What follows belongs to an exercise in optimizing a design on an open flow for small area; a production flow would make more cautious choices. RTL that was checked went through simulation tests only; none was proved equivalent to the original. Power is estimated from default activity; no workload was simulated.

==> onyx <==
==> flow/design.v <==
`timescale 1ns / 1ps
module control (clk,sys_rst,rst_button,game_mode1_button,game_mode2_button,led,buttons,an,seg);
input clk, sys_rst, rst_button;
input [15:0] buttons;
input game_mode1_button,game_mode2_button;
output wire [6:0] seg;
output wire [3:0] an;
output wire [15:0] led;
reg rst;
reg mode2;
reg [3:0] state;
reg [5:0] counter;
reg [29:0] ran_hi;
reg [1:0] select;
reg [2:0] ran7;            
reg [15:0] press;
reg act_hit, act_miss;     
reg [6:0] score, max_score;
reg [5:0] disp;
reg [3:0] digit;
wire step = (counter == 6'd50);
reg [3:0] delta;
reg [2:0] inc7;
always @* begin
    case (select)
    2'd0: begin delta = 4'd5;  inc7 = 3'd2; end
    2'd1: begin delta = 4'd3;  inc7 = 3'd4; end
    2'd2: begin delta = 4'd4;  inc7 = 3'd3; end
    default: begin delta = 4'd11; inc7 = 3'd6; end
    endcase
end
wire [30:0] ran_sum = {1'b0, ran_hi} + {27'd0, delta};
wire wrap = ran_sum[30];
wire [4:0] r7s = ran7 + inc7 + (wrap ? 3'd3 : 3'd0);
wire [2:0] r7n = (r7s >= 5'd14) ? r7s - 5'd14 : (r7s >= 5'd7) ? r7s - 5'd7 : r7s[2:0];
wire [1:0] sel_n = select + 2'd1;
wire [3:0] r14 = {1'b0, r7n} + ((r7n[0] ^ sel_n[0]) ? 4'd7 : 4'd0);
always @(posedge clk) begin
    if (sys_rst) begin
        rst <= 1'b0;
        mode2 <= 1'b0;
        state <= 4'd2;
        counter <= 6'd0;
        ran_hi <= 30'd0;
        select <= 2'd0;
        ran7 <= 3'd0;
    end else begin
        rst <= rst_button;
        if (game_mode2_button) mode2 <= 1'b1;
        else if (game_mode1_button) mode2 <= 1'b0;
        if (!mode2) begin
            if (rst) begin
                state <= 4'd2;
                counter <= 6'd0;
            end else if (step) begin
                state <= (state == 4'd14) ? 4'd2 : state + 4'd2;
                counter <= 6'd0;
            end else
                counter <= counter + 6'd1;
        end else begin
            if (step) begin
                ran_hi <= ran_sum[29:0];
                select <= sel_n;
                ran7 <= r7n;
                state <= r14 + 4'd2;
                counter <= 6'd0;
            end else
                counter <= counter + 6'd1;
        end
    end
end
wire [17:0] dec = 18'd1 << state;
wire [15:0] on = dec[15:0] | dec[16:1] | dec[17:2];
assign led = on;
wire [15:0] fresh = buttons & ~press;
wire [15:0] cand = fresh & ~on;
wire [15:0] hitv = fresh & on;
wire any_miss = |cand;
wire [15:0] first = cand & (~cand + 16'd1);
wire [15:0] setv = any_miss ? first : hitv;
always @(posedge clk) begin
    if (sys_rst) begin
        press <= 16'd0;
        act_hit <= 1'b0;
        act_miss <= 1'b0;
    end else begin
        press <= buttons & (press | setv);
        act_miss <= any_miss;
        act_hit <= ~any_miss & (|hitv);
    end
end
wire [6:0] score_inc = score + 7'd1;
always @(posedge clk) begin
    if (sys_rst) begin
        score <= 7'd0;
        max_score <= 7'd0;
    end else if (rst) begin
        score <= 7'd0;
    end else if (act_hit) begin
        if (score == max_score)
            max_score <= score_inc;
        score <= score_inc;
    end else if (act_miss) begin
        if (score != 7'd0)
            score <= score - 7'd1;
    end
end
wire newclk = (disp[3:0] == 4'hf);
wire [6:0] v = disp[5] ? max_score : score;
wire [3:0] units = v % 10;
wire [3:0] tens = v / 10;
always @(posedge clk) begin
    if (sys_rst) begin
        disp <= 6'b001000;
        digit <= 4'hf;
    end else begin
        disp <= disp + 6'd1;
        if (newclk)
            digit <= disp[4] ? tens : units;
    end
end
reg [6:0] seg_r;
always @* begin
    case (digit)
    4'd1: seg_r = 7'b1111001;
    4'd2: seg_r = 7'b0100100;
    4'd3: seg_r = 7'b0110000;
    4'd4: seg_r = 7'b0011001;
    4'd5: seg_r = 7'b0010010;
    4'd6: seg_r = 7'b0000010;
    4'd7: seg_r = 7'b1111000;
    4'd8: seg_r = 7'b0000000;
    4'd9: seg_r = 7'b0010000;
    4'd15: seg_r = 7'b1111111;
    default: seg_r = 7'b1000000;
    endcase
end
assign seg = seg_r;
reg [3:0] an_r;
always @* begin
    if (digit == 4'hf) an_r = 4'b1111;
    else case (disp[5:4])
    2'd1: an_r = 4'b1011;
    2'd2: an_r = 4'b0111;
    2'd3: an_r = 4'b1110;
    default: an_r = 4'b1101;
    endcase
end
assign an = an_r;
endmodule
==> flow/run.sh <==
#!/bin/bash
# synth_recipe.tcl (not shown) runs the flow's synth.tcl, then flattens the netlist and writes it again
# the make line also repeats each setting of config.mk as NAME=value (left out here)
make -C /OpenROAD-flow-scripts/flow DESIGN_CONFIG=/design/flow/config.mk WORK_HOME=/design/flow/orfs CLKGATE_MAP_FILE= SYNTH_SCRIPT=/design/flow/synth_recipe.tcl finish
==> flow/config.mk <==
export PLATFORM = sky130hd
export DESIGN_NAME = control
export DESIGN_NICKNAME = control
export VERILOG_FILES = /design/flow/design.v
export SDC_FILE = /design/flow/constraint.sdc
export NUM_CORES = 4
export LEC_CHECK = 0
export CAP_MARGIN = 20
export CORE_MARGIN = 2
export CORE_UTILIZATION = 40
export SLEW_MARGIN = 20
==> flow/constraint.sdc <==
create_clock -name core_clock -period 16.0 [get_ports {clk}]
set_input_delay 3.2000 -clock core_clock [delete_from_list [all_inputs] [get_ports {clk}]]
set_output_delay 3.2000 -clock core_clock [all_outputs]
set_load 0.01 [all_outputs]
==> xenon (differences from onyx) <==
==> flow/design.v (replaced) <==
`timescale 1ns / 1ps
module control (clk,sys_rst,rst_button,game_mode1_button,game_mode2_button,led,buttons,an,seg);
input clk, sys_rst, rst_button;
input [15:0] buttons;
input game_mode1_button,game_mode2_button;
output wire [6:0] seg;
output wire [3:0] an;
output wire [15:0] led;
wire rst;
wire mode2;
wire [15:0] on;
wire act_hit, act_miss;
wire [3:0] score_t, score_u, max_t, max_u;
reset dut0(rst_button, game_mode1_button, game_mode2_button, rst, mode2, clk, sys_rst);
spaceship_LED_state dut3(mode2, rst, on, clk, sys_rst);
assign led = on;
check dut4(on, buttons, act_hit, act_miss, clk, sys_rst);
score_module dut5(act_hit, act_miss, rst, score_t, score_u, max_t, max_u, clk, sys_rst);
display dut6(score_t, score_u, max_t, max_u, seg, an, clk, sys_rst);
endmodule
module reset (rst_button, game_mode1_button, game_mode2_button, rst, mode2, clk, sys_rst);
input rst_button, game_mode1_button, game_mode2_button, clk, sys_rst;
output reg rst;
output reg mode2;
always @(posedge clk) begin
    if (sys_rst) begin
        rst <= 1'b0;
        mode2 <= 1'b0;
    end else begin
        rst <= rst_button;
        if (game_mode2_button) mode2 <= 1'b1;
        else if (game_mode1_button) mode2 <= 1'b0;
    end
end
endmodule
module spaceship_LED_state(mode2, rst, on, clk, sys_rst);
input mode2, rst, clk, sys_rst;
output [15:0] on;
reg [3:0] state;
reg [5:0] counter;
reg [29:0] ran_hi;
reg [1:0] select;
reg [2:0] ran7;            
wire step = (counter == 6'd50);
wire ran_en = mode2 & step;
reg [3:0] delta;           
reg [2:0] inc7;            
always @* begin
    case (select)
    2'd0: begin delta = 4'd5;  inc7 = 3'd2; end
    2'd1: begin delta = 4'd3;  inc7 = 3'd4; end
    2'd2: begin delta = 4'd4;  inc7 = 3'd3; end
    default: begin delta = 4'd11; inc7 = 3'd6; end
    endcase
end
wire [30:0] ran_sum = {1'b0, ran_hi} + {27'd0, ran_en ? delta : 4'd0};
wire wrap = ran_sum[30];   
wire [4:0] r7s = ran7 + inc7 + (wrap ? 3'd3 : 3'd0);
wire [2:0] r7n = (r7s >= 5'd14) ? r7s - 5'd14 : (r7s >= 5'd7) ? r7s - 5'd7 : r7s[2:0];
wire [1:0] sel_n = select + 2'd1;
wire [3:0] r14 = {1'b0, r7n} + ((r7n[0] ^ sel_n[0]) ? 4'd7 : 4'd0);
always @(posedge clk) begin
    if (sys_rst) begin
        state <= 4'd2;
        counter <= 6'd0;
        ran_hi <= 30'd0;
        select <= 2'd0;
        ran7 <= 3'd0;
    end else begin
        ran_hi <= ran_sum[29:0];
        if (!mode2) begin
            if (rst) begin
                state <= 4'd2;
                counter <= 6'd0;
            end else if (step) begin
                state <= (state == 4'd14) ? 4'd2 : state + 4'd2;
                counter <= 6'd0;
            end else
                counter <= counter + 6'd1;
        end else begin
            if (step) begin
                select <= sel_n;
                ran7 <= r7n;
                state <= r14 + 4'd2;
                counter <= 6'd0;
            end else
                counter <= counter + 6'd1;
        end
    end
end
wire [17:0] dec = 18'd1 << state;
assign on = dec[15:0] | dec[16:1] | dec[17:2];
endmodule
module check(on, buttons, act_hit, act_miss, clk, sys_rst);
input [15:0] on, buttons;
input clk, sys_rst;
output reg act_hit, act_miss;     
reg [15:0] press;
wire [15:0] fresh = buttons & ~press;
wire [15:0] cand = fresh & ~on;
wire [15:0] hitv = fresh & on;
wire any_miss = |cand;
wire [15:0] first = cand & (~cand + 16'd1);
wire [15:0] setv = any_miss ? first : hitv;
always @(posedge clk) begin
    if (sys_rst) begin
        press <= 16'd0;
        act_hit <= 1'b0;
        act_miss <= 1'b0;
    end else begin
        press <= buttons & (press | setv);
        act_miss <= any_miss;
        act_hit <= ~any_miss & (|hitv);
    end
end
endmodule
module score_module(act_hit, act_miss, rst, score_t, score_u, max_t, max_u, clk, sys_rst);
input act_hit, act_miss, rst, clk, sys_rst;
output reg [3:0] score_t, score_u, max_t, max_u;
wire u9 = (score_u == 4'd9);
wire u0 = (score_u == 4'd0);
wire t0 = (score_t == 4'd0);
wire top = (score_t == 4'd12) & (score_u == 4'd7);    
wire [3:0] inc_u = (u9 | top) ? 4'd0 : score_u + 4'd1;
wire [3:0] inc_t = top ? 4'd0 : u9 ? score_t + 4'd1 : score_t;
wire [3:0] dec_u = u0 ? 4'd9 : score_u - 4'd1;
wire [3:0] dec_t = u0 ? score_t - 4'd1 : score_t;
always @(posedge clk) begin
    if (sys_rst) begin
        score_t <= 4'd0; score_u <= 4'd0;
        max_t <= 4'd0; max_u <= 4'd0;
    end else if (rst) begin
        score_t <= 4'd0; score_u <= 4'd0;
    end else if (act_hit) begin
        if (score_t == max_t && score_u == max_u) begin
            max_t <= inc_t; max_u <= inc_u;
        end
        score_t <= inc_t; score_u <= inc_u;
    end else if (act_miss) begin
        if (!(t0 & u0)) begin
            score_t <= dec_t; score_u <= dec_u;
        end
    end
end
endmodule
module display(score_t, score_u, max_t, max_u, seg, an, clk, sys_rst);
input [3:0] score_t, score_u, max_t, max_u;
input clk, sys_rst;
output [6:0] seg;
output reg [3:0] an;
reg [5:0] disp;
reg [3:0] digit;
wire newclk = (disp[3:0] == 4'hf);
wire [3:0] nd = disp[5] ? (disp[4] ? max_t : max_u) : (disp[4] ? score_t : score_u);
always @(posedge clk) begin
    if (sys_rst) begin
        disp <= 6'b001000;
        digit <= 4'hf;
    end else begin
        disp <= disp + 6'd1;
        if (newclk)
            digit <= nd;
    end
end
wire [111:0] SEGTAB = {7'b1111111, {5{7'b1000000}},
    7'b0010000, 7'b0000000, 7'b1111000, 7'b0000010, 7'b0010010,
    7'b0011001, 7'b0110000, 7'b0100100, 7'b1111001, 7'b1000000};
assign seg = SEGTAB[digit*7 +: 7];
always @* begin
    if (digit == 4'hf) an = 4'b1111;
    else case (disp[5:4])
    2'd1: an = 4'b1011;
    2'd2: an = 4'b0111;
    2'd3: an = 4'b1110;
    default: an = 4'b1101;
    endcase
end
endmodule
==> flow/flow/run.sh (new file) <==
#!/bin/bash
# Own layout flow: the standard ORFS flow with
#  - the standard synthesis script, except that adders are not pre-mapped to
#    ha/fa cells and ABC maps the logic with an area-oriented script
#    (flow/abc_area.script); the registers are inferred exactly as in the
#    standard synthesis, which runs the same passes up to technology mapping;
#  - minimum-size port buffers (every input and output port still gets one);
#  - CTS without dummy loads.
# Each tool's output goes to the ORFS logs under orfs/logs/, and make's output
# to flow_make.log in the work folder.
set -euo pipefail
WORK=$(pwd)
SCR=$WORK/mysynth
mkdir -p "$SCR"

# synthesis script: synth_recipe.tcl with a copy of ORFS's synth.tcl
sed -e 's|^  log_cmd abc {\*}\$abc_args$|  set abc_args [lreplace $abc_args 1 1 $::env(OWN_ABC_SCRIPT)]\n  log_cmd abc {*}$abc_args|' \
    -e 's|\[dont_use_adder_kinds\] ne "none"$|[dont_use_adder_kinds] ne "none" \&\& 0|' \
    "$FLOW_HOME/scripts/synth.tcl" > "$SCR/synth.tcl"
grep -q 'OWN_ABC_SCRIPT' "$SCR/synth.tcl"
grep -q 'ne "none" && 0' "$SCR/synth.tcl"
sed -e "s|source \$::env(SCRIPTS_DIR)/synth.tcl|source $SCR/synth.tcl|" synth_recipe.tcl > "$SCR/synth_recipe.tcl"
grep -q "source $SCR/synth.tcl" "$SCR/synth_recipe.tcl"

export OWN_ABC_SCRIPT=$WORK/flow/abc_area.script
export BUFFER_PORTS_ARGS="-buffer_cell sky130_fd_sc_hd__buf_1"
export CTS_ARGS="-repair_clock_nets -dont_use_dummy_load -buf_list {sky130_fd_sc_hd__clkbuf_8 sky130_fd_sc_hd__clkbuf_16}"

make -C "$FLOW_HOME" DESIGN_CONFIG="$WORK/config.mk" WORK_HOME="$WORK/orfs" CLKGATE_MAP_FILE= \
    SYNTH_SCRIPT="$SCR/synth_recipe.tcl" finish > "$WORK/flow_make.log" 2>&1

RES=$WORK/orfs/results/$FLOW_PLATFORM/control/base
: # left out here: write the final layout as DEF
==> flow/flow/abc_area.script (new file) <==
strash
&get -n
&deepsyn -I 4 -T 60
&put
strash
&get -n
&dch -f
&nf -R 1000
&put
==> flow/standard.sh (new file) <==
#!/bin/bash
# synth_recipe.tcl (not shown) runs the flow's synth.tcl, then flattens the netlist and writes it again
# the make line also repeats each setting of config.mk as NAME=value (left out here)
make -C /OpenROAD-flow-scripts/flow DESIGN_CONFIG=/design/flow/config.mk WORK_HOME=/design/flow/orfs CLKGATE_MAP_FILE= SYNTH_SCRIPT=/design/flow/synth_recipe.tcl "${@:-finish}"
- ABC_AREA: not set -> 1
- ABC_CLOCK_PERIOD_IN_PS: not set -> 16000
removed: flow/run.sh
==> comparison <==
- In onyx the sequential power is larger than in xenon, by 13%.
- Of xenon and onyx, onyx has the higher synthesized cell count (gap about 30%, measured against onyx).
- Via count: xenon is smaller than onyx (about 28%).
- Against onyx, the hold slack of xenon is lower by 0.0094 ns.
- In xenon the core utilization is lower than in onyx, by 0.76 points.
- Against xenon, the register-to-register slack of onyx is better by 1.5 ns.
- Of xenon and onyx, onyx has the higher sequential cell count (gap 5).
- Between xenon and onyx, the lower critical path depth is in onyx (gap 3).
- Between xenon and onyx, the lower fmax is in xenon (gap 19%, measured against onyx).
- The first-iteration DRC count of onyx is 2.7 times that of xenon.
- Setup slack: onyx is higher than xenon (1.5 ns).
==> figures <==
| metric | xenon | onyx |
|---|---|---|
| Outcome | timing/DRC/antenna clean | timing/DRC/antenna clean |
| Worst hold margin | 0.450 ns | 0.459 ns |
| Met2 wire len | 4340 µm | 6530 µm |
| Multi-input combinational cell count | 404 | 562 |
| Internal portion of total power | 293 µW | 444 µW |
| Share of the core filled with cells | 0.462 | 0.469 |
| Critical Path Start | dut3.counter[0]$_SDFF_PP0_ | select[0]$_SDFFE_PP0P_ |
| Sequential share of cell area | 0.379 | 0.282 |
| Power in the clock group | 122 µW | 228 µW |
| Fraction of area in multi-input gates | 0.500 | 0.542 |
| Overall track demand over capacity in global routing | 0.163 | 0.175 |
| Hold path startpoint | dut6.disp[0]$_SDFF_PP0_ | ran_hi[3]$_SDFFE_PP0P_ |
| Worst Hold Endpoint | dut6.disp[0]$_SDFF_PP0_ | ran_hi[3]$_SDFFE_PP0P_ |
| Clk sinks | 91 | 96 |
| Final critical-path required period | 8.11 ns | 6.60 ns |
| Fill cell count | 1041 | 1453 |
| Vias in the first global route | 3590 | 4997 |
| Worst path bufs/invs | 0 | 6 |
| Post-layout power | 385 µW | 655 µW |
| Cell seen most often among critical-path stages | sky130_fd_sc_hd__and3_1 | sky130_fd_sc_hd__ha_1 |
| Fraction of area in non-clock buffers | 0.0385 | 0.0716 |
| Area of the placeable core | 10400 µm² | 14500 µm² |
| WL met3 | 260 µm | 715 µm |
No functional check of the RTL was part of onyx.

static timing again, ports no longer ideal:
The results above use ideal ports. As a check the final layouts listed here were re-extracted and re-timed, cells and wires unchanged.
Step 1: set_driving_cell puts a clkbuf_16 on clk and a buf_2 on each other input, an assumption about the parent block.
Step 2 adds t to the input delays and takes it off the output delays; t is the mean of the earliest and latest rising clock arrival at the registers after step 1. Input paths then give back, and output paths get back, about the clock's delay inside the block.
a / b / c = no drivers / after step 1 / after step 2; a / b = the first two.
| run | shift t [ns] | setup WS [ns] | worst setup path at the end |
|---|---|---|---|
| onyx | 0.389 | 9.399 / 9.399 / 9.269 | input to register |
| xenon | 0.376 | 7.890 / 7.890 / 7.890 | register to register |
After both steps setup and hold are still met in every run listed. The setup slack of onyx, which loses most, moves by 0.000 ns with the drivers and by -0.130 ns with both steps.
